Background: an optimization exercise with open tools, aiming at small area, a short achievable clock period and few clock cycles per item. Do not read the settings as production practice. At most, simulation tests tie the RTL to the original design; equivalence was not proved. Function not checked in runs 1 to 5, 7 and 8: the RTL went through the layout flow alone.

**design/flow/design.v**
```verilog
module cordi_arch
(
	input [15:0] theta,
	input bgn,
	input clk,
	input rst_b,
	output [15:0] cos,
	output fin
);
reg [15:0] x, y, z;
reg [3:0] i;
reg busy, first, last, fin_r;
reg n1;
reg xsub;
reg [3:0] hsx, lsx, hsy, lsy;
wire [3:0] in = busy ? i + {3'd0, i == 4'd0} + 4'd1 : 4'd0;
wire [3:0] hn = 4'b0001 << in[3:2];
wire [3:0] ln = 4'b0001 << in[1:0];
wire neg = z[15];
wire [15:0] atan = (i == 4'd0) ? ((neg ^ n1) ? 16'h1498 : 16'h4ff0) :
                   (i == 4'd1) ? 16'h1dac :
                   (i == 4'd2) ? 16'h0fae :
                   (i == 4'd3) ? 16'h07f5 :
                   (i == 4'd4) ? 16'h03ff : (16'h4000 >> i);
function [15:0] ash;
	input [15:0] v;
	input [3:0] h, l;
	reg [15:0] m;
	integer j;
	begin
		for (j = 0; j < 16; j = j + 1)
			m[j] = (h[0] & v[j]) | (h[1] & v[j+4 > 15 ? 15 : j+4]) |
			       (h[2] & v[j+8 > 15 ? 15 : j+8]) | (h[3] & v[j+12 > 15 ? 15 : j+12]);
		for (j = 0; j < 16; j = j + 1)
			ash[j] = (l[0] & m[j]) | (l[1] & m[j+1 > 15 ? 15 : j+1]) |
			         (l[2] & m[j+2 > 15 ? 15 : j+2]) | (l[3] & m[j+3 > 15 ? 15 : j+3]);
	end
endfunction
wire [15:0] ysc = ash(y ^ {16{xsub}}, hsx, lsx);
wire [15:0] xsc = ash(x ^ {16{neg}}, ~hsy, ~lsy);
wire [16:0] x_sum = {x, 1'b1} + {ysc, xsub};
wire [16:0] y_sum = {y, 1'b1} + {xsc, neg};
wire [16:0] z_sum = {z, 1'b1} + {atan ^ {16{~neg}}, ~neg};
wire [15:0] x_add = x_sum[16:1];
wire [15:0] y_add = y_sum[16:1];
wire [15:0] z_add = z_sum[16:1];
wire [15:0] z_nxt = busy ? z_add : theta;
wire busy_nxt = busy ? ~last : bgn;
wire [15:0] x2 = neg ? (n1 ? 16'd4974 : 16'd14924) : (n1 ? 16'd14923 : 16'd4975);
wire [15:0] y2 = neg ? (n1 ? -16'sd14923 : -16'sd4975) : (n1 ? 16'd4975 : 16'd14923);
function lt15;
	input [14:0] t, c;
	reg eq;
	integer k;
	begin
		lt15 = 1'b0;
		eq = 1'b1;
		for (k = 14; k >= 0; k = k - 1) begin
			lt15 = lt15 | (eq & c[k] & ~t[k]);
			eq = eq & ~(c[k] ^ t[k]);
		end
	end
endfunction
wire n1_nxt = theta[15] ? lt15(theta[14:0], 15'h4dbc) : lt15(theta[14:0], 15'h3244);
always @(posedge clk) begin
	x <= first ? x2 : x_add;
	y <= first ? y2 : ((busy & ~last) ? y_add : 16'h0000);
	z <= z_nxt;
	xsub <= ~z_nxt[15] & busy_nxt;
	n1 <= n1_nxt;
	i <= in;
	hsx <= hn; lsx <= ln;
	hsy <= ~hn; lsy <= ~ln;
	first <= bgn & ~busy;
	last <= busy & (i == 4'd14);
end
always @(posedge clk or negedge rst_b) begin
	if (!rst_b) begin
		busy <= 1'b0;
		fin_r <= 1'b0;
	end else begin
		busy <= busy_nxt;
		fin_r <= busy & last;
	end
end
assign cos = x;
assign fin = fin_r;
endmodule
```
**design/flow/config.mk**
```make
export PLATFORM = sky130hd
export DESIGN_NAME = cordi_arch
export DESIGN_NICKNAME = cordi_arch
export VERILOG_FILES = /design/flow/design.v
export SDC_FILE = /design/flow/constraint.sdc
export NUM_CORES = 4
export LEC_CHECK = 0
export ABC_AREA = 1
export CAP_MARGIN = 20
export CORE_MARGIN = 2
export CORE_UTILIZATION = 40
export GPL_TIMING_DRIVEN = 0
export SLEW_MARGIN = 20
export TNS_END_PERCENT = 0
```
**design/flow/flow/run.sh**
```bash
#!/bin/bash
# Standard ORFS layout; repair_timing aims for a larger setup margin.
set -euo pipefail
bash standard.sh SETUP_SLACK_MARGIN=6.9 finish > standard_flow.log 2>&1
```
**design/flow/standard.sh**
```bash
#!/bin/bash
# synth_recipe.tcl (not shown) runs the flow's synth.tcl, then flattens the netlist and writes it again
# the make line also repeats each setting of config.mk as NAME=value (left out here)
make -C /OpenROAD-flow-scripts/flow DESIGN_CONFIG=/design/flow/config.mk WORK_HOME=/design/flow/orfs CLKGATE_MAP_FILE= SYNTH_SCRIPT=/design/flow/synth_recipe.tcl "${@:-finish}"
```
**design/flow/constraint.sdc**
```tcl
create_clock -name core_clock -period 10.0 [get_ports {clk}]
set_input_delay 2.0000 -clock core_clock [delete_from_list [all_inputs] [get_ports {clk}]]
set_output_delay 2.0000 -clock core_clock [all_outputs]
set_load 0.01 [all_outputs]
```
==> results.cfg, run 1 <==
[outcome]
status = timing/DRC/antenna clean

[drt]
viasPerCell = 5.27
dr.first_iter.drc_count = 337
num_vias = 6750
post_drt_wl_per_cell_um = 15.6
drc = 0
drtPass1Iterations = 5
routed_wl_um = 19900
ant_nets = 0

[synthesis]
async_flop_share = 0.0270
ys_seq_area_frac = 0.231
synth-edff-count = 0
synth.top_cell.area_share = 0.223
synth_top_cell_by_area = dfxtp_1
syn_nets = 1083
synth_area_um2 = 6460
yosys_register_bits = 74
yosysWarnings = 1
synthFlopType = dfxtp_1
netlist_instances = 1013
synth_cell_types = 51
yosys-top-cells-area = dfxtp_1 (22%), nand2_1 (16%), ha_1 (9.5%), a21oi_1 (6.4%), o21ai_0 (6.4%)
avgSynthCellArea_um2 = 6.38

[clocking]
clk_pin_slew_worst_paths_ns = 0.06
ctsHoldBuffers = 0
numClockSinks = 74
cts_tree = yes
clockBufferDepth = 2
cts_root_buf = clkbuf_16
htree_num_levels = 3
numCtsBuffers = 9
clock_latency_ns = 0.35

[place]
port_buffers = 35
globalplace.congestion = 0.909
dpl.hpwl_um = 16000

[floorplanning]
core_area_um2 = 15800
start_util = 0.408
ioPinCount = 36
die_h_um = 131
die_w_um = 131
die_area_um2 = 17200
rows = 46

[worst_setup_path]
critPathArrivalTime_ns = 1.34
startpoint_type = flop
setup.worst_path.end_class = primary output
critical-path-slowest-cell = clkdlybuf4s50_1
worstPathMaxFanout = 3
critPathRequiredTime_ns = 8.00
crit_type = flop to primary output
max_stage_delay_ns = 0.57
path_cells = clkdlybuf4s50_1
path_buf_inv = 1
critPathTopFamily = buffers and inverters

[finish]
area_growth_pct = 16.1
fillers = 1662
nNetsFinal = 1130
final_core_util = 0.474
drive_gt1_frac = 0.0845
diodes = 0

[timing]
final_max_slew_viol_count = 0
hold_violations = 0
skew_ns = 0.00804
rsz0062_at_grt = yes
fmax_mhz = 299
final.period_utilization = 0.334
totalNegativeSetupSlack_ns = 0
worst_pin_slew_ns = 0.684
period_needed_ns = 3.34
setup_viol = 0
relSlewSlack = 0.544

[global_route]
track_usage = 0.233
grt_pass1_wl_um = 32300
grt_antenna_before_repair = 0
grt.overflow.total = 0
grt_max_degree = 14
grt_pass1_vias = 6288

[worst_hold_path]
hp-class = flop to flop

[run]
max-cap-violations = 0
-- path summary, 6_finish.rpt --
path / from / endpoint / slack [ns] / depth (start not counted)
worst max-delay path: x[13]$_DFF_P_ / cos[13] / 6.66 / 1
worst min-delay path: last$_DFF_P_ / fin_r$_DFF_PN0_ / 0.47 / 2
min in group asynchronous: rst_b / fin_r$_DFF_PN0_ / 1.82 / 1
worst min register to register: last$_DFF_P_ / fin_r$_DFF_PN0_ / 0.47 / 2
max in group asynchronous: rst_b / busy$_DFF_PN0_ / 8.06 / 1
worst max register to register: xsub$_DFF_P_ / x[8]$_DFF_P_ / 6.80 / 19
-- registers in the layout (all words and copies together), names as in the netlist --
register and cells:
x 16, y 16, z 16, hsx 4, hsy 4, i 4
lsx 4, lsy 4, busy 1, fin_r 1, first 1, last 1
n1 1, xsub 1
-- cells in the mapped netlist (2+ instances only) --
cell	n
fa_1	2
o211ai_1	10
buf_4	2
o221ai_1	7
nor4_1	4
or2_2	7
clkbuf_1	11
a31oi_1	5
dfxtp_1	72
nor3_1	8
a22oi_1	5
buf_6	3
nor3_2	3
buf_2	6
nand2_2	10
o22ai_1	15
nand3_2	2
o31ai_1	4
o21ai_2	2
nand3_1	64
o21ai_1	6
nand2_1	272
xor2_1	20
ha_1	49
o21a_1	3
o21ai_0	83
nor2_2	7
o21bai_1	3
inv_1	101
clkinv_1	4
nand4_1	6
dfrtp_1	2
nor2_1	84
a21oi_1	83
xnor2_1	14
inv_2	5
a21o_1	3
o2111ai_1	13
-- layout by cell type, fill, tap and decap left out, types with 6 or more instances in the layout --
| master | instances |
|---|---|
| nand2_1 | 272 |
| inv_1 | 101 |
| a21oi_1 | 82 |
| o21ai_0 | 81 |
| nor2_1 | 80 |
| nand3_1 | 64 |
| dfxtp_1 | 62 |
| ha_1 | 49 |
| clkdlybuf4s50_1 | 33 |
| xor2_1 | 20 |
| o22ai_1 | 15 |
| o2111ai_1 | 13 |
| xnor2_1 | 12 |
| nor2_2 | 11 |
| nand2_2 | 10 |
| clkbuf_1 | 10 |
| o211ai_1 | 10 |
| clkbuf_16 | 9 |
| dfxtp_2 | 9 |
| nor3_1 | 8 |
| or2_2 | 7 |
| o221ai_1 | 7 |
| nand4_1 | 6 |
| o21ai_1 | 6 |
-- kinds of logic after synthesis --
logic type                 after synthesis  synth area share
and+or+nand+nor                        472             0.311
AOI/OAI and AO/OA                      247             0.224
buffers and inverters                  133            0.0831
DFF                                     74             0.231
adders and majority gates               51             0.101
xor gates and xnor gates                35            0.0486
muxes                                    1           0.00155
-- repair_timing --
item,CTS,global route
endpoints found under the setup margin,36,53
setup buffers,0,1
pin swaps,0,1
gates resized for setup,10,20
-- metal layers --
metal	routed length [um]	vias up	global-route usage
met2	9470	156	0.397
met5	0	-	0
li1	-	3527	-
met1	9180	3036	0.302
met3	882	31	0.0340
met4	400	0	0.0803
-- through the flow --
| stage | instances | hold slack (ns) | worst slack [ns] | area, um2 |
|---|---|---|---|---|
| final | 1281 | 0.474 | 6.66 | 7500 |
| after global routing | 1281 | 0.491 | 6.61 | 7500 |
| after CTS | 1280 | 0.487 | 6.67 | 7440 |
| after detailed placement | 1264 | 0.474 | 6.57 | 7080 |
| after global placement | 1264 | 0.475 | 6.59 | 7080 |
| after floorplan | 1013 | 0.411 | 7.20 | 6460 |
-- cell type report --
cell class                      count  area [um2]  area share
Timing Repair Buffer               36         359      0.0479
Clock inverter                      7         118      0.0157
Tap cell                          216         270      0.0360
Multi-Input combinational cell    806        4480       0.597
Clock buffer                        9         225      0.0300
Buffer                             23         133      0.0177
Sequential cell                    74        1510       0.201
Inverter                          110         413      0.0550
-- worst min-delay path, stage by stage, from the launching register on --
cell and delay [ns]:
dfxtp_1 0.32, nand2_1 0.08, inv_1 0.04
==> run 2, diff against run 1 <==
==> design/flow/flow/run.sh (replaced) <==
#!/bin/bash
# Standard ORFS layout, with buf_2 port buffers and repair_timing aiming for a
# larger setup margin (on the worst path only: TNS_END_PERCENT 0 in config.mk).
set -euo pipefail
bash standard.sh "BUFFER_PORTS_ARGS=-buffer_cell sky130_fd_sc_hd__buf_2" SETUP_SLACK_MARGIN=6.9 finish > standard_flow.log 2>&1
==> run 2 against run 1 <==
  * Fmax increased by 8.5%
  * Register-to-register slack improved by 0.18 ns
  * Critical endpoint is now cos[6]
  * Largest cell class unchanged
  * Utilization is 0.71 points higher
  * Clock skew rose by 0.0024 ns
  * Final area increased by 1.5%
==> results.cfg, run 2 <==
[place]
dpl.hpwl_um = 15900
globalplace.congestion = 0.914
port_buffers = 35
dpl_cell_area_um2 = 6910

[worst_setup_path]
setup.worst_path.end_class = primary output
critPathRequiredTime_ns = 8.00
startpoint_type = flop
path_buf_inv = 1
path_cells = buf_2
critPathTopFamily = flip-flops
worstPathMaxFanout = 3
critical-path-slowest-cell = dfxtp_1
crit_type = flop to primary output
max_stage_delay_ns = 0.53
critPathArrivalTime_ns = 1.08

[synthesis]
syn_nets = 1083
synth_top_cell_by_area = dfxtp_1
synthFlopType = dfxtp_1
yosys_register_bits = 74
synth.top_cells.by_count = nand2_1 (272), inv_1 (101), nor2_1 (84), a21oi_1 (83), o21ai_0 (83)
synth.top_cell.area_share = 0.223
ys_seq_area_frac = 0.231
yosysWarnings = 1
avgSynthCellArea_um2 = 6.38
synth-edff-count = 0
netlist_instances = 1013
synth_cell_types = 51
synth_area_um2 = 6460
async_flop_share = 0.0270
yosys-top-cells-area = dfxtp_1 (22%), nand2_1 (16%), ha_1 (9.5%), a21oi_1 (6.4%), o21ai_0 (6.4%)
synth.most_common_cell = nand2_1

[clocking]
numClockSinks = 74
clk_pin_slew_worst_paths_ns = 0.06
cts_tree = yes
numCtsBuffers = 9
clockBufferDepth = 2
cts_root_buf = clkbuf_16
htree_num_levels = 3
clock_latency_ns = 0.35
ctsHoldBuffers = 0

[timing]
totalNegativeSetupSlack_ns = 0
skew_ns = 0.0105
rsz0062_at_grt = yes
setup_viol = 0
hold_violations = 0
fmax_mhz = 325
period_needed_ns = 3.08
worst_pin_slew_ns = 0.676
relSlewSlack = 0.549
final.period_utilization = 0.308
final_max_slew_viol_count = 0

[global_route]
grt.overflow.total = 0
grt_pass1_vias = 6366
track_usage = 0.231
grt_max_degree = 13
grt_pass1_wl_um = 32100
grt_antenna_before_repair = 0

[floorplanning]
die_area_um2 = 17200
core_area_um2 = 15800
ioPinCount = 36
die_h_um = 131
die_w_um = 131
start_util = 0.408
rows = 46

[finish]
seq_area_um2 = 1500
nNetsFinal = 1139
multi_input_area_um2 = 4660
fillers = 1632
final_common_cell = nand2_1
drive_gt1_frac = 0.147
area_growth_pct = 17.8
final_cell_area_um2 = 7610
diodes = 0
reg.largest.list = x x16, y x16, z x16
final_cell_mix = nand2_1 (267), inv_1 (101), nor2_1 (77), o21ai_0 (77), a21oi_1 (76)

[drt]
dr.first_iter.drc_count = 411
wl_met1_um = 9100
viasPerCell = 5.35
post_drt_wl_per_cell_um = 15.6
ant_nets = 0
drtPass1Iterations = 5
num_vias = 6896
wl_met3_um = 951
drc = 0
routed_wl_um = 20200
highest_layer = met4
route.met2.wl_um = 9690

[outcome]
status = timing/DRC/antenna clean

[worst_hold_path]
hp-class = flop to flop

[run]
max-cap-violations = 0
[run 2: changes by cell type in the layout (fill, tap and decap cells not counted), moves of 5 or more]
cell / delta
buf_2: +35
nand2_1: -5
clkdlybuf4s50_1: -33
buf_4: +10
dfxtp_2: -9
a21oi_1: -6
a21oi_2: +6
nand2_2: +5
dfxtp_1: +8
[run 2: cells by family (layout without fill, tap and decap cells)]
kind of cell / after synthesis / after routing / share of synthesized area
buf+inv: 133 / 194 / 0.0831
simple gates: 472 / 472 / 0.311
mux: 1 / 1 / 0.00155
xor+xnor: 35 / 35 / 0.0486
flops: 74 / 74 / 0.231
fa+ha+maj: 51 / 51 / 0.101
compound gates: 247 / 247 / 0.224
[run 2: cell type report]
class / count / share of cell area
repair buffers: 45 / 0.0329
clock inverters: 5 / 0.0164
plain buffers: 23 / 0.0196
inverters: 110 / 0.0547
clock buffers: 11 / 0.0319
well taps: 216 / 0.0355
multi-input cells: 806 / 0.612
flip-flops and latches: 74 / 0.197
[run 2: path summary, 6_finish.rpt]
| kind | from | slack (ns) | end | cells after the start |
|---|---|---|---|---|
| worst max-delay path | x[6]$_SDFF_PP1_ | 6.92 | cos[6] | 1 |
| worst min-delay path | last$_DFF_P_ | 0.47 | fin_r$_DFF_PN0_ | 2 |
| worst max register to register | xsub$_DFF_P_ | 6.98 | x[8]$_DFF_P_ | 19 |
| worst min register to register | last$_DFF_P_ | 0.47 | fin_r$_DFF_PN0_ | 2 |
| max in group asynchronous | rst_b | 8.47 | busy$_DFF_PN0_ | 1 |
| min in group asynchronous | rst_b | 1.44 | fin_r$_DFF_PN0_ | 1 |
[run 2: stage by stage]
stage / util / worst slack [ns] / instances / hold WS (ns)
final: 0.481 / 6.92 / 1290 / 0.474
after global routing: 0.481 / 6.81 / 1290 / 0.528
after CTS: 0.462 / 6.89 / 1281 / 0.491
after detailed placement: 0.436 / 6.65 / 1264 / 0.477
after global placement: 0.436 / 6.65 / 1264 / 0.477
after floorplan: - / 7.20 / 1013 / 0.411
[run 2: timing repair]
action / CTS / global route
setup buffers: 1 / 9
gates cloned: 0 / 0
gates resized for setup: 9 / 62
pin swaps: 2 / 18
setup endpoints to repair: 17 / 32
[run 2: per-layer routing]
layer  global-route usage  vias to the layer above
met5                    0                        -
met4               0.0815                        0
met3               0.0285                       31
met2                0.393                      204
met1                0.301                     3117
li1                     -                     3544
==> run 3, diff against run 2 <==
--- a/design/flow/config.mk
+++ b/design/flow/config.mk
@@ -10,4 +10,6 @@
 export CORE_MARGIN = 2
 export CORE_UTILIZATION = 40
+export CTS_BUF_LIST = sky130_fd_sc_hd__clkbuf_8
+export CTS_CLUSTER_SIZE = 30
 export GPL_TIMING_DRIVEN = 0
 export SLEW_MARGIN = 20
==> run 3 against run 2 <==
  * Clock skew grew 0.0095 ns
  * Count of clock-buffer cells in the layout shrank 1
  * Register-to-register slack is essentially flat
  * Die area is the same
  * Fmax grew 1.6%
  * Routed wire length grew 0.59%
  * Critical endpoint is now cos[7]
==> results.cfg, run 3 <==
[floorplanning]
die_h_um = 131
start_util = 0.408
core_area_um2 = 15800
ioPinCount = 36
rows = 46
die_area_um2 = 17200
die_w_um = 131

[global_route]
grt_pass1_vias = 6335
grt_antenna_before_repair = 0
grt_max_degree = 13
grt.overflow.total = 0
track_usage = 0.232
grt_pass1_wl_um = 32100

[worst_setup_path]
critPathArrivalTime_ns = 1.03
critPathRequiredTime_ns = 8.00
path_buf_inv = 1
worstPathMaxFanout = 3
setup.worst_path.end_class = primary output
max_stage_delay_ns = 0.47
path_cells = buf_2
startpoint_type = flop
crit_type = flop to primary output
critical-path-slowest-cell = dfxtp_1
critPathTopFamily = flip-flops

[timing]
skew_ns = 0.0199
final.period_utilization = 0.303
hold_violations = 0
setup_viol = 0
holdWs_ns = 0.481
worst_pin_slew_ns = 0.698
relSlewSlack = 0.535
final_max_slew_viol_count = 0
totalNegativeSetupSlack_ns = 0
fmax_mhz = 330
rsz0062_at_grt = yes
period_needed_ns = 3.03

[finish]
final_common_cell = nand2_1
fillers = 1641
reg.largest.list = x x16, y x16, z x16
final_cell_area_um2 = 7620
drive_gt1_frac = 0.160
nNetsFinal = 1138
area_growth_pct = 17.9
final_cell_mix = nand2_1 (264), inv_1 (101), nor2_1 (76), o21ai_0 (74), a21oi_1 (74)
diodes = 0

[clocking]
cts_root_buf = clkbuf_8
clock_latency_ns = 0.39
clk_pin_slew_worst_paths_ns = 0.08
clockBufferDepth = 2
cts_tree = yes
numClockSinks = 74
numCtsBuffers = 9
ctsHoldBuffers = 0
htree_num_levels = 3

[outcome]
status = timing/DRC/antenna clean

[drt]
post_drt_wl_per_cell_um = 15.8
ant_nets = 0
drc = 0
routed_wl_um = 20300
drtPass1Iterations = 5
viasPerCell = 5.32
num_vias = 6862
dr.first_iter.drc_count = 404

[synthesis]
synth_top_cell_by_area = dfxtp_1
yosys-top-cells-area = dfxtp_1 (22%), nand2_1 (16%), ha_1 (9.5%), a21oi_1 (6.4%), o21ai_0 (6.4%)
netlist_instances = 1013
synth-edff-count = 0
synth_area_um2 = 6460
ys_seq_area_frac = 0.231
synth.most_common_cell = nand2_1
syn_nets = 1083
async_flop_share = 0.0270
synth.top_cells.by_count = nand2_1 (272), inv_1 (101), nor2_1 (84), a21oi_1 (83), o21ai_0 (83)
yosys_register_bits = 74
synthFlopType = dfxtp_1
synth_cell_types = 51
synth.top_cell.area_share = 0.223
yosysWarnings = 1
avgSynthCellArea_um2 = 6.38

[worst_hold_path]
hp-class = flop to flop

[place]
port_buffers = 35
dpl.hpwl_um = 15900
globalplace.congestion = 0.914
dpl_cell_area_um2 = 6910

[run]
max-cap-violations = 0
[run 3: metrics by stage]
step,setup WS [ns],utilization,cells
5_1_grt,6.83,0.481,1289
3_3_place_gp,6.65,0.436,1264
4_1_cts,6.87,0.455,1281
3_5_place_dp,6.65,0.436,1264
6_report,6.97,0.481,1289
2_1_floorplan,7.20,-,1013
[run 3: per-layer routing]
layer  vias up  track usage  share of wire
li1       3538            -              -
met1      3120        0.301           0.46
met2       175        0.393           0.48
met3        29       0.0309          0.041
met4         0       0.0845          0.024
met5         -            0              0
[run 3: cell type report]
type,instances,area [um2],area share
Multi-Input combinational cell,806,4760,0.624
Sequential cell,74,1500,0.197
Inverter,110,417,0.0547
Tap cell,216,270,0.0355
Timing Repair Buffer,44,243,0.0319
Buffer,23,164,0.0215
Clock buffer,10,138,0.0181
Clock inverter,6,129,0.0169
[run 3: final timing paths]
kind                                  from  slack, ns  depth (start not counted)              end
max in group asynchronous            rst_b       8.51                          1   busy$_DFF_PN0_
min in group asynchronous            rst_b       1.40                          1  fin_r$_DFF_PN0_
hold / removal                last$_DFF_P_       0.48                          2  fin_r$_DFF_PN0_
setup / recovery           x[7]$_SDFF_PP0_       6.97                          1           cos[7]
setup reg to reg              xsub$_DFF_P_       6.99                         19     x[8]$_DFF_P_
hold reg to reg               last$_DFF_P_       0.48                          2  fin_r$_DFF_PN0_
[run 3: cells by family after synthesis]
logic type      share of synthesized area
compound gates                      0.224
simple gates                        0.311
mux                               0.00155
buf+inv                            0.0831
xor+xnor                           0.0486
flops                               0.231
fa+ha+maj                           0.101
[run 3: timing repair]
action | in CTS | in global routing
gates cloned | 0 | 0
buffers inserted | 1 | 8
pin swaps | 1 | 25
setup endpoints to repair | 18 | 32
gates resized for setup | 6 | 93
==> run 4, diff against run 3 <==
--- a/design/flow/config.mk
+++ b/design/flow/config.mk
@@ -9,5 +9,5 @@
 export CAP_MARGIN = 20
 export CORE_MARGIN = 2
-export CORE_UTILIZATION = 40
+export CORE_UTILIZATION = 65
 export CTS_BUF_LIST = sky130_fd_sc_hd__clkbuf_8
 export CTS_CLUSTER_SIZE = 30
==> run 4 against run 3 <==
  * Final cell count down 6.0%
  * Critical path depth up 17
  * Non-clock buffer count up 6
  * Clock skew down 0.0040 ns
  * Critical path type is now flop to flop
  * Synthesized area did not move
  * Via count increased by 3.6%
==> results.cfg, run 4 <==
[finish]
drive_gt1_frac = 0.157
area_growth_pct = 13.8
final_cell_mix = nand2_1 (265), inv_1 (101), nor2_1 (77), o21ai_0 (75), a21oi_1 (75)
reg.largest.list = x x16, y x16, z x16
nNetsFinal = 1144
fillers = 862
final_common_cell = nand2_1
diodes = 0

[run]
max-cap-violations = 0

[synthesis]
netlist_instances = 1013
avgSynthCellArea_um2 = 6.38
synth.top_cells.by_count = nand2_1 (272), inv_1 (101), nor2_1 (84), a21oi_1 (83), o21ai_0 (83)
async_flop_share = 0.0270
syn_nets = 1083
synth_top_cell_by_area = dfxtp_1
ys_seq_area_frac = 0.231
synth_xor_area_frac = 0.0486
synth-edff-count = 0
yosys_register_bits = 74
yosys-top-cells-area = dfxtp_1 (22%), nand2_1 (16%), ha_1 (9.5%), a21oi_1 (6.4%), o21ai_0 (6.4%)
synth.top_cell.area_share = 0.223
synth_fa_ha_area_frac = 0.101
synth_compound_area_frac = 0.224
yosysWarnings = 1
synth_cell_types = 51
synth_area_um2 = 6460
synthSimpleGateAreaFrac = 0.311
synthFlopType = dfxtp_1
synth_top_family_by_area = simple AND/OR/NAND/NOR gates
synthMuxAreaShare = 0.00155
synth.most_common_cell = nand2_1

[drt]
dr.first_iter.drc_count = 640
ant_nets = 0
drc = 0
viasPerCell = 5.86
routed_wl_um = 19300
post_drt_wl_per_cell_um = 15.9
num_vias = 7107
drtPass1Iterations = 5

[clocking]
cts_tree = yes
clk_pin_slew_worst_paths_ns = 0.09
numClockSinks = 74
clockBufferDepth = 2
clock_latency_ns = 0.37
htree_num_levels = 3
numCtsBuffers = 9
cts_root_buf = clkbuf_8

[timing]
skew_ns = 0.0160
hold_violations = 0
totalNegativeSetupSlack_ns = 0
rsz0062_at_grt = yes
worst_pin_slew_ns = 0.687
period_needed_ns = 3.05
final.period_utilization = 0.305
setup_viol = 0
relSlewSlack = 0.542
final_max_slew_viol_count = 0
fmax_mhz = 328

[outcome]
status = timing/DRC/antenna clean

[worst_setup_path]
critPathArrivalTime_ns = 3.32
timing.rr.start = xsub$_DFF_P_
crit_path_start = xsub$_DFF_P_
cpMostUsedCell = nand2_1
setup.worst_path.end_class = flop
crit_type = flop to flop
startpoint_type = flop
path_cells = buf_6, buf_6, xnor2_2, o22ai_1, nor2_1, nor2_1, a21oi_1, o221ai_1, ha_1, nand3_2, a31oi_4, nor2_2, o21ai_2, nand2_2, nand2_1, nand2_1, nand3_1, nand2_1
critPathRequiredTime_ns = 10.28
path_buf_inv = 2
critPathTopFamily = compound AO/OA/AOI/OAI gates
max_stage_delay_ns = 0.36
critical-path-slowest-cell = dfxtp_4
worstPathMaxFanout = 10

[global_route]
grt_pass1_wl_um = 29700
grt_pass1_vias = 6229
grt_antenna_before_repair = 0
track_usage = 0.345
grt.overflow.total = 0
grt_max_degree = 15

[floorplanning]
die_area_um2 = 10800
ioPinCount = 36
die_w_um = 104
die_h_um = 104
rows = 36
start_util = 0.664
core_area_um2 = 9730

[place]
dpl.hpwl_um = 14900
port_buffers = 35
globalplace.congestion = 1.00

[worst_hold_path]
min_from = last$_DFF_P_
hp-class = flop to flop
run 4: cell counts after synthesis:
Identical to the previous run, type by type.
run 4: cell families (layout without fill, tap and decap cells):
kind of cell | Yosys count | count (layout)
simple gates | 472 | 472
xor+xnor | 35 | 35
mux | 1 | 1
fa+ha+maj | 51 | 51
buf+inv | 133 | 199
flops | 74 | 74
compound gates | 247 | 247
run 4: final cells by class:
class                           instances  area [um2]  share of cell area
Multi-Input combinational cell        806        4670               0.635
Sequential cell                        74        1500               0.204
Inverter                              110         413              0.0562
Timing Repair Buffer                   50         288              0.0391
Tap cell                              133         166              0.0226
Buffer                                 23         145              0.0197
Clock buffer                            9         124              0.0168
Clock inverter                          7        46.3             0.00630
run 4: layer usage:
| layer | routed length (um) | up-vias | track usage | share of wire |
|---|---|---|---|---|
| met1 | 8180 | 3250 | 0.436 | 0.42 |
| met5 | 0 | - | 0.0190 | 0 |
| met4 | 629 | 0 | 0.150 | 0.033 |
| met2 | 9030 | 265 | 0.589 | 0.47 |
| li1 | - | 3554 | - | - |
| met3 | 1430 | 38 | 0.0415 | 0.074 |
run 4: what timing repair did:
item / 4_1_cts / 5_1_grt
resized for setup: 3 / 76
endpoints found under the hold margin: 0 / 0
hold buffers: 0 / 0
setup buffers: 0 / 15
pin swaps: 0 / 25
setup endpoints to repair: 13 / 35
run 4: path summary, 6_finish.rpt:
| kind | depth (start not counted) | slack (ns) | endpoint |
|---|---|---|---|
| min in group asynchronous | 1 | 1.39 | busy$_DFF_PN0_ |
| hold reg to reg | 2 | 0.45 | fin_r$_DFF_PN0_ |
| setup / recovery | 18 | 6.95 | x[8]$_DFF_P_ |
| max in group asynchronous | 1 | 8.52 | fin_r$_DFF_PN0_ |
| setup reg to reg | 18 | 6.95 | x[8]$_DFF_P_ |
| hold / removal | 2 | 0.45 | fin_r$_DFF_PN0_ |
run 4: worst min-delay path, stage by stage, from the launching register on:
cell and delay [ns]:
dfxtp_1 0.32, nand2_1 0.06, inv_1 0.04
run 4: stage by stage:
stage | setup slack (ns) | hold WS (ns) | util | instances | instance area (um2)
2_1_floorplan | 7.20 | 0.411 | - | 1013 | 6460
3_3_place_gp | 6.71 | 0.426 | 0.699 | 1181 | 6800
3_5_place_dp | 6.67 | 0.436 | 0.699 | 1181 | 6800
4_1_cts | 6.78 | 0.448 | 0.717 | 1197 | 6980
5_1_grt | 6.78 | 0.469 | 0.756 | 1212 | 7350
6_report | 6.95 | 0.446 | 0.756 | 1212 | 7350
==> run 5, diff against run 4 <==
==> design/flow/flow/run.sh (replaced) <==
#!/bin/bash
# Standard ORFS layout, with buf_2 port buffers and repair_timing aiming for a
# larger setup margin (on the worst path only: TNS_END_PERCENT 0 in config.mk).
set -euo pipefail
bash standard.sh "BUFFER_PORTS_ARGS=-buffer_cell sky130_fd_sc_hd__buf_2" SETUP_SLACK_MARGIN=7.1 finish > standard_flow.log 2>&1
--- a/design/flow/config.mk
+++ b/design/flow/config.mk
@@ -9,5 +9,5 @@
 export CAP_MARGIN = 20
 export CORE_MARGIN = 2
-export CORE_UTILIZATION = 65
+export CORE_UTILIZATION = 40
 export CTS_BUF_LIST = sky130_fd_sc_hd__clkbuf_8
 export CTS_CLUSTER_SIZE = 30
==> run 5 against run 4 <==
  * Still clean
  * Die area is 60% higher
  * Worst hold slack gained 0.035 ns
  * Non-clock buffer count up 15
  * Register-to-register slack improved by 0.12 ns
  * Setup slack improved by 0.019 ns
  * Clock skew rose by 0.00068 ns
  * Count of clock-buffer cells in the layout up 1
  * Sequential cell count unchanged
  * Sequential share of layout area shrank 1.8 points
  * Critical endpoint is now cos[13]
==> results.cfg, run 5 <==
[drt]
num_vias = 7073
drtPass1Iterations = 6
routed_wl_um = 21200
drc = 0
post_drt_wl_per_cell_um = 16.2
viasPerCell = 5.40
dr.first_iter.drc_count = 455
ant_nets = 0

[timing]
rsz0062_at_grt = yes
skew_ns = 0.0166
period_needed_ns = 3.03
final_max_slew_viol_count = 0
setup_viol = 0
worst_pin_slew_ns = 0.741
relSlewSlack = 0.506
fmax_mhz = 330
final.period_utilization = 0.303
totalNegativeSetupSlack_ns = 0
hold_violations = 0
worst_slack_ns = 6.97
holdWs_ns = 0.481

[worst_hold_path]
hp-class = flop to flop
min_from = last$_DFF_P_
whs_path_depth = 2
whs_endpoint = fin_r$_DFF_PN0_

[finish]
final_cell_mix = nand2_1 (246), inv_1 (99), nor2_1 (73), a21oi_1 (63)
finalNonFillerCells = 1310
area_growth_pct = 25.6
multi_input_area_um2 = 5030
final_core_util = 0.513
drive_gt1_frac = 0.229
fillers = 1606
nNetsFinal = 1159
final_common_cell = nand2_1
diodes = 0
final_cell_area_um2 = 8120
reg.largest.list = x x16, y x16, z x16
seq_area_um2 = 1510

[place]
dp_slack_ns = 6.65
dp.cells = 1264
dpl_cell_area_um2 = 6910
dpl.hpwl_um = 15900
port_buffers = 35
globalplace.congestion = 0.914

[clocking]
clock_latency_ns = 0.39
clockBufferDepth = 2
numCtsBuffers = 9
htree_num_levels = 3
clk_pin_slew_worst_paths_ns = 0.08
numClockSinks = 74
cts_tree = yes
cts_root_buf = clkbuf_8

[synthesis]
yosys-top-cells-area = dfxtp_1 (22%), nand2_1 (16%), ha_1 (9.5%), a21oi_1 (6.4%), o21ai_0 (6.4%)
syn_nets = 1083
netlist_instances = 1013
async_flop_share = 0.0270
synth.top_cell.area_share = 0.223
synth.most_common_cell = nand2_1
yosysWarnings = 1
synthFlopType = dfxtp_1
synth_area_um2 = 6460
synth.top_cells.by_count = nand2_1 (272), inv_1 (101), nor2_1 (84), a21oi_1 (83), o21ai_0 (83)
avgSynthCellArea_um2 = 6.38
yosys_register_bits = 74
synth-edff-count = 0
ys_seq_area_frac = 0.231
synth_top_cell_by_area = dfxtp_1
synth_cell_types = 51

[worst_setup_path]
timing.rr.start = xsub$_DFF_P_
critical-path-slowest-cell = dfxtp_1
worstReg2RegEnd = x[5]$_DFF_P_
setup.worst_path.end_class = primary output
reg2regPathDepth = 18
critPathRequiredTime_ns = 8.00
crit_type = flop to primary output
critPathTopFamily = flip-flops
startpoint_type = flop
worstPathMaxFanout = 3
critPathArrivalTime_ns = 1.03
path_buf_inv = 1
path_cells = buf_2
reg2reg_slack_ns = 7.07
max_stage_delay_ns = 0.46

[floorplanning]
start_util = 0.408
rows = 46
core_area_um2 = 15800
ioPinCount = 36
die_h_um = 131
die_area_um2 = 17200
die_w_um = 131

[global_route]
grt_pass1_wl_um = 32600
grt_antenna_before_repair = 0
grt_max_degree = 13
track_usage = 0.235
grt_pass1_vias = 6416
grt.overflow.total = 0

[run]
max-cap-violations = 0

[outcome]
status = timing/DRC/antenna clean
==> run 5: cell counts after synthesis <==
Identical to the previous run, type by type.
==> run 5: cells by family (layout without fill, tap and decap cells) <==
family	count (synthesis)	in the layout	synth area share
XOR/XNOR	35	35	0.0486
buffers and inverters	133	214	0.0831
AO/OA/AOI/OAI	247	247	0.224
multiplexers	1	1	0.00155
flip-flops	74	74	0.231
adder cells (fa/ha/maj)	51	51	0.101
AND/OR/NAND/NOR	472	472	0.311
==> run 5: per-layer routing <==
layer,share of wire,up-vias,track usage
met5,0,-,0
met4,0.021,0,0.0791
met3,0.045,28,0.0282
met2,0.49,204,0.405
met1,0.45,3257,0.305
li1,-,3584,-
==> run 5: final cells by class <==
| type | count | share of cell area |
|---|---|---|
| multi-input combinational | 806 | 0.620 |
| sequential | 74 | 0.186 |
| timing repair buffer | 65 | 0.0558 |
| inverter | 110 | 0.0513 |
| tap | 216 | 0.0333 |
| buffer | 23 | 0.0207 |
| clock buffer | 10 | 0.0170 |
| clock inverter | 6 | 0.0159 |
==> run 5: repair_timing <==
item / in CTS / in global routing
hold endpoints to repair: 0 / 0
setup endpoints to repair: 51 / 53
buffers inserted: 5 / 22
cloned: 0 / 3
hold buffers: 0 / 0
pin swaps: 10 / 56
resized for setup: 39 / 144
==> run 5: how the worst max path moves through the flow <==
stage	cells after the start	slack (ns)	from	endpoint
floorplan	6	7.20	theta[8]	n1$_DFF_P_
global placement	17	6.65	xsub$_DFF_P_	x[14]$_SDFF_PP0_
detailed placement	21	6.65	xsub$_DFF_P_	x[13]$_DFF_P_
CTS	19	7.02	xsub$_DFF_P_	x[8]$_DFF_P_
global route	21	6.89	xsub$_DFF_P_	x[13]$_DFF_P_
finish	1	6.97	x[13]$_DFF_P_	cos[13]
==> run 6, diff against run 5 <==
--- a/design/flow/design.v
+++ b/design/flow/design.v
@@ -39,10 +39,7 @@
 wire [15:0] ysc = ash(y ^ {16{xsub}}, hsx, lsx);
 wire [15:0] xsc = ash(x ^ {16{neg}}, ~hsy, ~lsy);
-wire [16:0] x_sum = {x, 1'b1} + {ysc, xsub};
-wire [16:0] y_sum = {y, 1'b1} + {xsc, neg};
-wire [16:0] z_sum = {z, 1'b1} + {atan ^ {16{~neg}}, ~neg};
-wire [15:0] x_add = x_sum[16:1];
-wire [15:0] y_add = y_sum[16:1];
-wire [15:0] z_add = z_sum[16:1];
+wire [15:0] x_add = x + ysc + {15'd0, xsub};
+wire [15:0] y_add = y + xsc + {15'd0, neg};
+wire [15:0] z_add = z + (atan ^ {16{~neg}}) + {15'd0, ~neg};
 wire [15:0] z_nxt = busy ? z_add : theta;
 wire busy_nxt = busy ? ~last : bgn;
==> design/flow/flow/run.sh (replaced) <==
#!/bin/bash
# Standard ORFS layout; repair_timing aims for a larger setup margin.
set -euo pipefail
bash standard.sh SETUP_SLACK_MARGIN=6.9 finish > standard_flow.log 2>&1
--- a/design/flow/config.mk
+++ b/design/flow/config.mk
@@ -10,6 +10,4 @@
 export CORE_MARGIN = 2
 export CORE_UTILIZATION = 40
-export CTS_BUF_LIST = sky130_fd_sc_hd__clkbuf_8
-export CTS_CLUSTER_SIZE = 30
 export GPL_TIMING_DRIVEN = 0
 export SLEW_MARGIN = 20
==> run 6 against run 5 <==
  * Fmax fell by 8.5%
  * Final area fell by 7.3%
  * Critical path depth did not move
  * Routed wire length fell by 9.6%
  * Worst hold slack got worse by 0.0078 ns
  * Via count fell by 5.0%
  * Sequential cell count did not move
  * Still clean
  * Critical endpoint is now cos[10]
==> results.cfg, run 6 <==
[global_route]
grt_pass1_wl_um = 31400
grt.overflow.total = 0
grt_max_degree = 13
grt_pass1_vias = 6281
grt_antenna_before_repair = 0
track_usage = 0.236

[clocking]
numClockSinks = 74
cts_root_buf = clkbuf_16
clk_pin_slew_worst_paths_ns = 0.06
ctsHoldBuffers = 0
clockBufferDepth = 2
clock_latency_ns = 0.35
cts_tree = yes
numCtsBuffers = 9
htree_num_levels = 3

[timing]
final_max_slew_viol_count = 0
totalNegativeSetupSlack_ns = 0
relSlewSlack = 0.592
final.period_utilization = 0.331
worst_slack_ns = 6.69
hold_violations = 0
worst_pin_slew_ns = 0.612
setup_viol = 0
rsz0062_at_grt = yes
fmax_mhz = 303
period_needed_ns = 3.31
skew_ns = 0.00838

[drt]
post_drt_wl_per_cell_um = 15.1
drtPass1Iterations = 5
drc = 0
dr.first_iter.drc_count = 373
viasPerCell = 5.29
num_vias = 6717
routed_wl_um = 19200
ant_nets = 0

[finish]
diodes = 0
drive_gt1_frac = 0.0987
final_common_cell = nand2_1
reg.largest.list = x x16, y x16, z x16
area_growth_pct = 16.8
final_cell_mix = nand2_1 (259), inv_1 (103), nor2_1 (94), nand3_1 (65), a21oi_1 (62)
nNetsFinal = 1118

[synthesis]
synth_cell_types = 52
synth-edff-count = 0
yosys-top-cells-area = dfxtp_1 (22%), nand2_1 (15%), ha_1 (8.7%), inv_1 (6.0%), nor2_1 (5.7%)
synthFlopType = dfxtp_1
synth_top_cell_by_area = dfxtp_1
synth.top_cell.area_share = 0.224
synth_area_um2 = 6440
yosys_register_bits = 74
synth.most_common_cell = nand2_1
syn_nets = 1072
async_flop_share = 0.0270
yosysWarnings = 1
avgSynthCellArea_um2 = 6.42
ys_seq_area_frac = 0.232
synth.top_cells.by_count = nand2_1 (261), inv_1 (103), nor2_1 (97), dfxtp_1 (72), nand3_1 (67)
netlist_instances = 1003

[worst_setup_path]
worstPathMaxFanout = 3
path_buf_inv = 1
reg2reg_slack_ns = 6.83
setup.worst_path.end_class = primary output
worstReg2RegEnd = x[8]$_DFF_P_
path_cells = clkdlybuf4s50_1
critical-path-slowest-cell = clkdlybuf4s50_1
critPathArrivalTime_ns = 1.31
startpoint_type = flop
reg2regPathDepth = 15
critPathRequiredTime_ns = 8.00
max_stage_delay_ns = 0.56
critPathTopFamily = buffers and inverters
crit_type = flop to primary output
timing.rr.start = xsub$_DFF_P_

[floorplanning]
die_w_um = 131
die_area_um2 = 17100
start_util = 0.407
ioPinCount = 36
rows = 46
core_area_um2 = 15800
die_h_um = 131

[place]
dp_slack_ns = 6.67
port_buffers = 35
globalplace.congestion = 0.926
dpl.hpwl_um = 15400

[worst_hold_path]
whs_endpoint = fin_r$_DFF_PN0_
whs_path_depth = 2
min_from = last$_DFF_P_
hp-class = flop to flop

[run]
max-cap-violations = 0

[outcome]
status = timing/DRC/antenna clean
==> run 6: cell types whose count changed in the layout (fill, tap and decap cells not counted), moves of 6 or more <==
cell / change
clkdlybuf4s50_1: +33
buf_2: -30
buf_4: -27
nor2_1: +21
nand2_2: -20
a21oi_2: -14
nand2_1: +13
o21ai_0: -11
nand3_1: +8
nor2_2: -8
clkbuf_8: -7
clkbuf_16: +6
or2_1: +6
==> run 6: worst max-delay path by stage <==
stage | end | slack (ns) | depth (start not counted) | startpoint
after floorplan | y[8]$_DFF_P_ | 7.30 | 20 | z[15]$_DFF_P_
final | cos[10] | 6.69 | 1 | x[10]$_SDFF_PP0_
after CTS | cos[14] | 6.68 | 1 | x[14]$_SDFF_PP0_
after global placement | y[8]$_DFF_P_ | 6.67 | 20 | z[15]$_DFF_P_
after global routing | x[8]$_DFF_P_ | 6.64 | 15 | xsub$_DFF_P_
after detailed placement | y[6]$_DFF_P_ | 6.67 | 18 | z[15]$_DFF_P_
==> run 6: repair_timing <==
action,in CTS,in global routing
setup endpoints to repair,29,44
gates resized for setup,15,22
pin swaps,0,3
setup buffers,0,0
==> run 6: area by class of cell <==
class,count,area [um2]
sequential,74,1510
fill,1675,8310
clock inverter,4,72.6
clock buffer,12,267
timing repair buffer,35,352
buffer,23,135
tap,216,270
multi-input combinational,785,4460
inverter,121,457
==> run 6: per-stage QoR <==
step	utilization	instances	cell area (um2)	hold slack, ns
3_5_place_dp	0.446	1254	7060	0.470
4_1_cts	0.470	1270	7430	0.492
5_1_grt	0.475	1270	7520	0.514
2_1_floorplan	-	1003	6440	0.411
6_report	0.475	1270	7520	0.473
3_3_place_gp	0.446	1254	7060	0.482
==> run 6: cell families after synthesis <==
kind of cell / after synthesis / synth area share
xor+xnor: 38 / 0.0528
flops: 74 / 0.232
buf+inv: 144 / 0.0911
simple gates: 475 / 0.313
compound gates: 222 / 0.209
fa+ha+maj: 50 / 0.103
==> run 6: metal layers <==
layer  vias up  global-route usage  part of all wire
li1       3457                   -                 -
met1      3068               0.306              0.46
met2       162               0.403              0.48
met3        30              0.0314             0.041
met4         0              0.0845             0.023
met5         -                   0                 0
Testbench counts of run 6, summed over its fixed seeds: cycles 34,816, items 2,048.
==> run 7, diff against run 6 <==
--- a/design/flow/design.v
+++ b/design/flow/design.v
@@ -11,12 +11,13 @@
 reg [3:0] i;
 reg busy, first, last, fin_r;
-reg n1;
+reg n1, n2;
 reg xsub;
 reg [3:0] hsx, lsx, hsy, lsy;
-wire [3:0] in = busy ? i + {3'd0, i == 4'd0} + 4'd1 : 4'd0;
+wire [3:0] in = busy ? ((i == 4'd0) ? 4'd3 : i + 4'd1) : 4'd0;
 wire [3:0] hn = 4'b0001 << in[3:2];
 wire [3:0] ln = 4'b0001 << in[1:0];
 wire neg = z[15];
-wire [15:0] atan = (i == 4'd0) ? ((neg ^ n1) ? 16'h1498 : 16'h4ff0) :
+wire [15:0] atan = (i == 4'd0) ? ((neg ^ n1) ? ((neg ^ n2) ? 16'h04ea : 16'h2446) :
+                                               ((neg ^ n2) ? 16'h4042 : 16'h5f9e)) :
                    (i == 4'd1) ? 16'h1dac :
                    (i == 4'd2) ? 16'h0fae :
@@ -44,26 +45,27 @@
 wire [15:0] z_nxt = busy ? z_add : theta;
 wire busy_nxt = busy ? ~last : bgn;
-wire [15:0] x2 = neg ? (n1 ? 16'd4974 : 16'd14924) : (n1 ? 16'd14923 : 16'd4975);
-wire [15:0] y2 = neg ? (n1 ? -16'sd14923 : -16'sd4975) : (n1 ? 16'd4975 : 16'd14923);
-function lt15;
-	input [14:0] t, c;
-	reg eq;
-	integer k;
-	begin
-		lt15 = 1'b0;
-		eq = 1'b1;
-		for (k = 14; k >= 0; k = k - 1) begin
-			lt15 = lt15 | (eq & c[k] & ~t[k]);
-			eq = eq & ~(c[k] ^ t[k]);
-		end
-	end
-endfunction
-wire n1_nxt = theta[15] ? lt15(theta[14:0], 15'h4dbc) : lt15(theta[14:0], 15'h3244);
+reg [15:0] x3, y3;
+always @(*)
+	case ({neg, n1, n2})
+	3'b000: begin x3 = 16'd1245;  y3 = 16'd16166;   end
+	3'b001: begin x3 = 16'd8705;  y3 = 16'd13680;   end
+	3'b010: begin x3 = 16'd13680; y3 = 16'd8705;    end
+	3'b011: begin x3 = 16'd16166; y3 = 16'd1245;    end
+	3'b100: begin x3 = 16'd16168; y3 = -16'sd1244;  end
+	3'b101: begin x3 = 16'd13680; y3 = -16'sd8706;  end
+	3'b110: begin x3 = 16'd8705;  y3 = -16'sd13680; end
+	default: begin x3 = 16'd1243; y3 = -16'sd16166; end
+	endcase
+wire n1_nxt = theta[14:0] < (theta[15] ? 15'h4dbc : 15'h3244);
+wire n2_a = theta[14:0] < (theta[15] ? 15'h3010 : 15'h1498);
+wire n2_b = theta[14:0] < (theta[15] ? 15'h6b68 : 15'h4ff0);
+wire n2_nxt = n1_nxt ? n2_a : n2_b;
 always @(posedge clk) begin
-	x <= first ? x2 : x_add;
-	y <= first ? y2 : ((busy & ~last) ? y_add : 16'h0000);
+	x <= first ? x3 : x_add;
+	y <= first ? y3 : ((busy & ~last) ? y_add : 16'h0000);
 	z <= z_nxt;
 	xsub <= ~z_nxt[15] & busy_nxt;
 	n1 <= n1_nxt;
+	n2 <= n2_nxt;
 	i <= in;
 	hsx <= hn; lsx <= ln;
--- a/design/flow/config.mk
+++ b/design/flow/config.mk
@@ -12,3 +12,2 @@
 export GPL_TIMING_DRIVEN = 0
 export SLEW_MARGIN = 20
-export TNS_END_PERCENT = 0
==> run 7 against run 6 <==
  * First-iteration DRC count rose by 64%
  * Critical path depth did not move
  * Die area rose by 11%
  * Critical endpoint is now cos[9]
  * Global-route usage rose by 0.28 points
  * Highest routed layer unchanged
  * Register-to-register slack improved by 0.11 ns
  * Clock skew fell by 0.0029 ns
  * Setup slack improved by 0.22 ns
  * Critical path type unchanged
  * Worst hold slack got worse by 0.045 ns
  * Fmax rose by 7.1%
  * Synthesized area rose by 12%
==> results.cfg, run 7 <==
[synthesis]
syn_nets = 1173
synth.top_cell.area_share = 0.203
yosysWarnings = 1
synth_cell_types = 60
netlist_instances = 1076
yosys-top-cells-area = dfxtp_1 (20%), nand2_1 (13%), ha_1 (13%), o21ai_0 (6.4%), inv_1 (6.3%)
avgSynthCellArea_um2 = 6.68
synthFlopType = dfxtp_1
ys_seq_area_frac = 0.210
yosys_register_bits = 75
synth.top_cells.by_count = nand2_1 (246), inv_1 (121), o21ai_0 (92), nor2_1 (85)
synth.most_common_cell = nand2_1
async_flop_share = 0.0267
synth_area_um2 = 7190
synth_top_cell_by_area = dfxtp_1
synth-edff-count = 0

[place]
dp.cells = 1340
port_buffers = 35
dpl.hpwl_um = 18000
globalplace.congestion = 0.993
dp_slack_ns = 5.62

[worst_setup_path]
reg2reg_slack_ns = 6.94
critPathTopFamily = flip-flops
reg2regPathDepth = 16
max_stage_delay_ns = 0.44
worstPathMaxFanout = 3
worstReg2RegEnd = y[5]$_DFF_P_
critPathRequiredTime_ns = 8.00
critPathArrivalTime_ns = 1.09
path_cells = dlygate4sd2_1
path_buf_inv = 1
timing.rr.start = z[15]$_DFF_P_
critical-path-slowest-cell = dfxtp_2
startpoint_type = flop
crit_type = flop to primary output
setup.worst_path.end_class = primary output

[timing]
holdWs_ns = 0.428
relSlewSlack = 0.489
worst_pin_slew_ns = 0.764
worst_slack_ns = 6.91
final_max_slew_viol_count = 0
totalNegativeSetupSlack_ns = 0
final.period_utilization = 0.309
rsz0062_at_grt = yes
setup_viol = 0
fmax_mhz = 324
hold_violations = 0
skew_ns = 0.00551
period_needed_ns = 3.09

[finish]
nNetsFinal = 1288
area_growth_pct = 35.6
diodes = 0
final_common_cell = nand2_1
fillers = 1704
reg.largest.list = x x16, y x16, z x16
finalNonFillerCells = 1425
drive_gt1_frac = 0.282
final_cell_mix = nand2_1 (214), inv_1 (103), nor2_1 (72), buf_4 (65), o21ai_0 (64)

[drt]
ant_nets = 0
post_drt_wl_per_cell_um = 17.1
dr.first_iter.drc_count = 612
drc = 0
drtPass1Iterations = 5
viasPerCell = 5.55
routed_wl_um = 24400
num_vias = 7902

[floorplanning]
die_area_um2 = 19100
core_area_um2 = 17800
die_h_um = 138
die_w_um = 138
rows = 49
ioPinCount = 36
start_util = 0.404

[worst_hold_path]
hp-class = flop to flop
whs_path_depth = 2
whs_endpoint = fin_r$_DFF_PN0_
min_from = last$_DFF_P_

[clocking]
ctsHoldBuffers = 0
cts_tree = yes
cts_root_buf = clkbuf_16
htree_num_levels = 3
clk_pin_slew_worst_paths_ns = 0.06
clockBufferDepth = 2
numClockSinks = 75
clock_latency_ns = 0.35
numCtsBuffers = 9

[global_route]
track_usage = 0.239
grt.overflow.total = 0
grt_pass1_wl_um = 36700
grt_antenna_before_repair = 0
grt_pass1_vias = 7000
grt_max_degree = 14

[outcome]
status = timing/DRC/antenna clean

[run]
max-cap-violations = 0
run 7: repair_timing:
action                     4_1_cts  5_1_grt
buffers inserted                31       35
pin swaps                       35      103
resized for setup              105      219
gates cloned                     1        2
setup endpoints to repair       46       35
run 7: final cells by class:
type | instances | area [um2] | area share
Clock inverter | 6 | 41.3 | 0.00423
Clock buffer | 10 | 239 | 0.0245
Inverter | 129 | 518 | 0.0531
Tap cell | 229 | 287 | 0.0294
Timing Repair Buffer | 103 | 910 | 0.0933
Multi-Input combinational cell | 844 | 6010 | 0.617
Timing Repair inverter | 1 | 8.76 | 0.000898
Buffer | 28 | 199 | 0.0204
Sequential cell | 75 | 1540 | 0.158
run 7: per-stage QoR:
| step | cell area (um2) | utilization |
|---|---|---|
| 3_5_place_dp | 7840 | 0.441 |
| 5_1_grt | 9750 | 0.548 |
| 6_report | 9750 | 0.548 |
| 2_1_floorplan | 7200 | - |
| 4_1_cts | 8620 | 0.485 |
| 3_3_place_gp | 7840 | 0.441 |
run 7: metal layers:
metal | up-vias | global-route usage | routed length, um
met4 | 0 | 0.0698 | 677
met3 | 49 | 0.0402 | 1460
li1 | 3876 | - | -
met1 | 3708 | 0.320 | 10800
met5 | - | 0 | 0
met2 | 269 | 0.396 | 11500
run 7: worst max-delay path by stage:
stage / start / endpoint / cells after the start
after floorplan: theta[15] / n2$_DFF_P_ / 7
after global placement: theta[15] / n2$_DFF_P_ / 8
after detailed placement: theta[15] / n2$_DFF_P_ / 8
after CTS: theta[13] / n2$_DFF_P_ / 7
after global routing: z[15]$_DFF_P_ / y[13]$_DFF_P_ / 18
final: x[9]$_DFF_P_ / cos[9] / 1
run 7: kinds of logic (layout without fill, tap and decap cells):
| kind of cell | Yosys count | in the layout | share of synthesized area |
|---|---|---|---|
| xor gates and xnor gates | 45 | 45 | 0.0580 |
| adders and majority gates | 78 | 78 | 0.141 |
| and+or+nand+nor | 455 | 455 | 0.279 |
| DFF | 75 | 75 | 0.210 |
| AOI/OAI and AO/OA | 266 | 266 | 0.221 |
| buffers and inverters | 157 | 277 | 0.0907 |
==> run 8, diff against run 7 <==
--- a/design/flow/design.v
+++ b/design/flow/design.v
@@ -11,5 +11,5 @@
 reg [3:0] i;
 reg busy, first, last, fin_r;
-reg n1, n2;
+reg e1, e2;
 reg xsub;
 reg [3:0] hsx, lsx, hsy, lsy;
@@ -18,8 +18,5 @@
 wire [3:0] ln = 4'b0001 << in[1:0];
 wire neg = z[15];
-wire [15:0] atan = (i == 4'd0) ? ((neg ^ n1) ? ((neg ^ n2) ? 16'h04ea : 16'h2446) :
-                                               ((neg ^ n2) ? 16'h4042 : 16'h5f9e)) :
-                   (i == 4'd1) ? 16'h1dac :
-                   (i == 4'd2) ? 16'h0fae :
+wire [15:0] atan = first ? (e1 ? (e2 ? 16'h04ea : 16'h2446) : (e2 ? 16'h4042 : 16'h5f9e)) :
                    (i == 4'd3) ? 16'h07f5 :
                    (i == 4'd4) ? 16'h03ff : (16'h4000 >> i);
@@ -47,5 +44,5 @@
 reg [15:0] x3, y3;
 always @(*)
-	case ({neg, n1, n2})
+	case ({neg, e1 ^ neg, e2 ^ neg})
 	3'b000: begin x3 = 16'd1245;  y3 = 16'd16166;   end
 	3'b001: begin x3 = 16'd8705;  y3 = 16'd13680;   end
@@ -57,7 +54,21 @@
 	default: begin x3 = 16'd1243; y3 = -16'sd16166; end
 	endcase
-wire n1_nxt = theta[14:0] < (theta[15] ? 15'h4dbc : 15'h3244);
-wire n2_a = theta[14:0] < (theta[15] ? 15'h3010 : 15'h1498);
-wire n2_b = theta[14:0] < (theta[15] ? 15'h6b68 : 15'h4ff0);
+function lt15;
+	input [14:0] t, c;
+	reg eq;
+	integer k;
+	begin
+		lt15 = 1'b0;
+		eq = 1'b1;
+		for (k = 14; k >= 0; k = k - 1) begin
+			lt15 = lt15 | (eq & c[k] & ~t[k]);
+			eq = eq & ~(c[k] ^ t[k]);
+		end
+	end
+endfunction
+wire [14:0] t = theta[14:0];
+wire n1_nxt = theta[15] ? lt15(t, 15'h4dbc) : lt15(t, 15'h3244);
+wire n2_a = theta[15] ? lt15(t, 15'h3010) : lt15(t, 15'h1498);
+wire n2_b = theta[15] ? lt15(t, 15'h6b68) : lt15(t, 15'h4ff0);
 wire n2_nxt = n1_nxt ? n2_a : n2_b;
 always @(posedge clk) begin
@@ -66,6 +77,6 @@
 	z <= z_nxt;
 	xsub <= ~z_nxt[15] & busy_nxt;
-	n1 <= n1_nxt;
-	n2 <= n2_nxt;
+	e1 <= n1_nxt ^ theta[15];
+	e2 <= n2_nxt ^ theta[15];
 	i <= in;
 	hsx <= hn; lsx <= ln;
--- a/design/flow/config.mk
+++ b/design/flow/config.mk
@@ -12,2 +12,3 @@
 export GPL_TIMING_DRIVEN = 0
 export SLEW_MARGIN = 20
+export TNS_END_PERCENT = 0
==> run 8 against run 7 <==
  * Clock skew hardly changed
  * Fmax down 7.1%
  * Utilization shrank 7.8 points
  * Final cell count down 3.6%
  * Routed wire length down 8.4%
  * Synthesized cell count grew 1.0%
  * Global-route usage increased by 0.79 points
  * Worst hold slack better by 0.036 ns
  * Highest routed layer unchanged
==> results.cfg, run 8 <==
[outcome]
status = timing/DRC/antenna clean

[clocking]
clock_latency_ns = 0.35
clk_pin_slew_worst_paths_ns = 0.06
numClockSinks = 75
cts_root_buf = clkbuf_16
numCtsBuffers = 9
ctsHoldBuffers = 0
htree_num_levels = 3
clockBufferDepth = 2
cts_tree = yes

[global_route]
grt_pass1_vias = 6754
grt_busiest_layer = met2
grt_use_met2 = 0.406
grt_use_met1 = 0.329
grt_max_degree = 14
grt.overflow.total = 0
track_usage = 0.247
grt.met3_usage = 0.0378
grt_pass1_wl_um = 35300
grt_antenna_before_repair = 0

[finish]
reg.largest.list = x x16, y x16, z x16
finalNonFillerCells = 1373
diodes = 0
final_common_cell = nand2_1
fillers = 1828
final_cell_mix = nand2_1 (282), inv_1 (110), nor2_1 (102), o21ai_0 (89), a21oi_1 (74)
drive_gt1_frac = 0.0897
nNetsFinal = 1221
final_cell_area_um2 = 8060
area_growth_pct = 16.4

[synthesis]
async_flop_share = 0.0267
synth.top_cell.area_share = 0.211
yosys_register_bits = 75
syn_nets = 1165
ys_seq_area_frac = 0.218
synth_top_cell_by_area = dfxtp_1
synth.top_cells.by_count = nand2_1 (283), inv_1 (110), nor2_1 (103), o21ai_0 (90), a21oi_1 (76)
yosysWarnings = 1
avgSynthCellArea_um2 = 6.37
synth-edff-count = 0
netlist_instances = 1087
synth_area_um2 = 6920
synth_cell_types = 53
synthFlopType = dfxtp_1
yosys-top-cells-area = dfxtp_1 (21%), nand2_1 (15%), ha_1 (9.8%), o21ai_0 (6.5%), inv_1 (6.0%)
synth.most_common_cell = nand2_1

[drt]
num_vias = 7371
drtPass1Iterations = 5
viasPerCell = 5.37
ant_nets = 0
routed_wl_um = 22300
post_drt_wl_per_cell_um = 16.3
dr.first_iter.drc_count = 546
drc = 0

[worst_setup_path]
crit_type = flop to primary output
critical-path-slowest-cell = clkdlybuf4s50_1
crit_path_start = x[7]$_DFF_P_
path_buf_inv = 1
cp-endpoint = cos[7]
worstReg2RegEnd = y[14]$_DFF_P_
cp.depth = 1
reg2reg_slack_ns = 6.78
timing.rr.start = z[15]$_DFF_P_
critPathArrivalTime_ns = 1.32
critPathTopFamily = buffers and inverters
startpoint_type = flop
reg2regPathDepth = 19
path_cells = clkdlybuf4s50_1
worstPathMaxFanout = 3
max_stage_delay_ns = 0.57
critPathRequiredTime_ns = 8.00
setup.worst_path.end_class = primary output

[floorplanning]
ioPinCount = 36
die_w_um = 136
die_h_um = 136
die_area_um2 = 18400
core_area_um2 = 17100
rows = 48
start_util = 0.404

[timing]
relSlewSlack = 0.519
period_needed_ns = 3.32
worst_pin_slew_ns = 0.722
setup_viol = 0
fmax_mhz = 301
worst_slack_ns = 6.68
skew_ns = 0.00580
totalNegativeSetupSlack_ns = 0
hold_violations = 0
rsz0062_at_grt = yes
final_max_slew_viol_count = 0
final.period_utilization = 0.332

[place]
dpl_cell_area_um2 = 7550
dp_slack_ns = 6.42
dpl.hpwl_um = 17700
globalplace.congestion = 0.936
port_buffers = 35
dp.cells = 1347

[worst_hold_path]
hp-class = flop to flop

[run]
max-cap-violations = 0
[run 8: stage by stage]
stage	util	hold WS, ns
2_1_floorplan	-	0.411
3_3_place_gp	0.441	0.447
3_5_place_dp	0.441	0.453
4_1_cts	0.460	0.460
5_1_grt	0.471	0.494
6_report	0.471	0.463
[run 8: routing by layer]
| layer | wire (um) | part of all wire | vias to the layer above |
|---|---|---|---|
| met5 | 0 | 0 | - |
| met4 | 563 | 0.025 | 0 |
| met3 | 1160 | 0.052 | 36 |
| met2 | 10300 | 0.46 | 209 |
| met1 | 10300 | 0.46 | 3371 |
| li1 | - | - | 3755 |
[run 8: final cells by class]
type	instances	area (um2)	area share
Multi-Input combinational cell	868	4900	0.609
Sequential cell	75	1530	0.190
Inverter	117	442	0.0548
Timing Repair Buffer	45	432	0.0536
Tap cell	225	282	0.0349
Clock buffer	10	239	0.0297
Buffer	27	165	0.0205
Clock inverter	6	63.8	0.00792
[run 8: kinds of logic after synthesis]
logic type / share of synthesized area
and+or+nand+nor: 0.322
AOI/OAI and AO/OA: 0.204
buffers and inverters: 0.0864
DFF: 0.218
adders and majority gates: 0.112
xor gates and xnor gates: 0.0579
[run 8: repair_timing]
item,in CTS,in global routing
setup endpoints to repair,45,53
pin swaps,0,10
setup buffers,0,10
gates resized for setup,14,26
[run 8: worst min path at each step]
stage	startpoint	to	slack, ns	cells after the start
6_report	last$_DFF_P_	fin_r$_DFF_PN0_	0.46	2
5_1_grt	last$_DFF_P_	fin_r$_DFF_PN0_	0.49	2
4_1_cts	last$_DFF_P_	fin_r$_DFF_PN0_	0.46	2
3_5_place_dp	last$_DFF_P_	fin_r$_DFF_PN0_	0.45	2
3_3_place_gp	last$_DFF_P_	fin_r$_DFF_PN0_	0.45	2
2_1_floorplan	last$_DFF_P_	fin_r$_DFF_PN0_	0.41	2
[run 8: worst register-to-register path: cells and delay by family, from the launching register on]
kind / cells / cell delay, ns
AND/OR/NAND/NOR: 11 / 1.23
adder cells (fa/ha/maj): 2 / 0.63
AO/OA/AOI/OAI: 4 / 0.59
flip-flops: 1 / 0.40
buffers and inverters: 2 / 0.29

port drivers added, routing unchanged:
The results above use ideal ports. As a check the final layouts listed here were re-extracted and re-timed, cells and wires unchanged.
Step 1 sets driving cells, clkbuf_16 on the clock port and buf_2 on the other inputs (assumed; they add their load-dependent delay and slew).
Step 2 adds t to the input delays and takes it off the output delays; t is the mean of the earliest and latest rising clock arrival at the registers after step 1. Input paths then give back, and output paths get back, about the clock's delay inside the block.
Slacks: ideal ports / drivers / drivers and shift; pairs: ideal ports / drivers.
run	t (ns)	slack for setup (ns)	clock arrival spread, ns	worst slew at a driven data input, ns
run 1	0.388	6.660 / 6.618 / 6.567	0.008 / 0.008	0.04
run 2	0.385	6.922 / 6.881 / 6.925	0.010 / 0.011	0.03
run 3	0.414	6.970 / 6.934 / 6.935	0.020 / 0.020	0.03
run 4	0.405	6.955 / 6.925 / 6.896	0.016 / 0.016	0.03
run 5	0.416	6.974 / 6.937 / 6.922	0.017 / 0.016	0.03
run 6	0.387	6.694 / 6.651 / 6.765	0.009 / 0.009	0.04
run 7	0.396	6.915 / 6.870 / 6.614	0.006 / 0.006	0.06
run 8	0.391	6.678 / 6.633 / 6.446	0.006 / 0.006	0.03
After both steps every run listed still meets setup and hold. For run 7, which loses most, drivers alone change the setup slack by -0.045 ns; drivers and shift together by -0.301 ns.
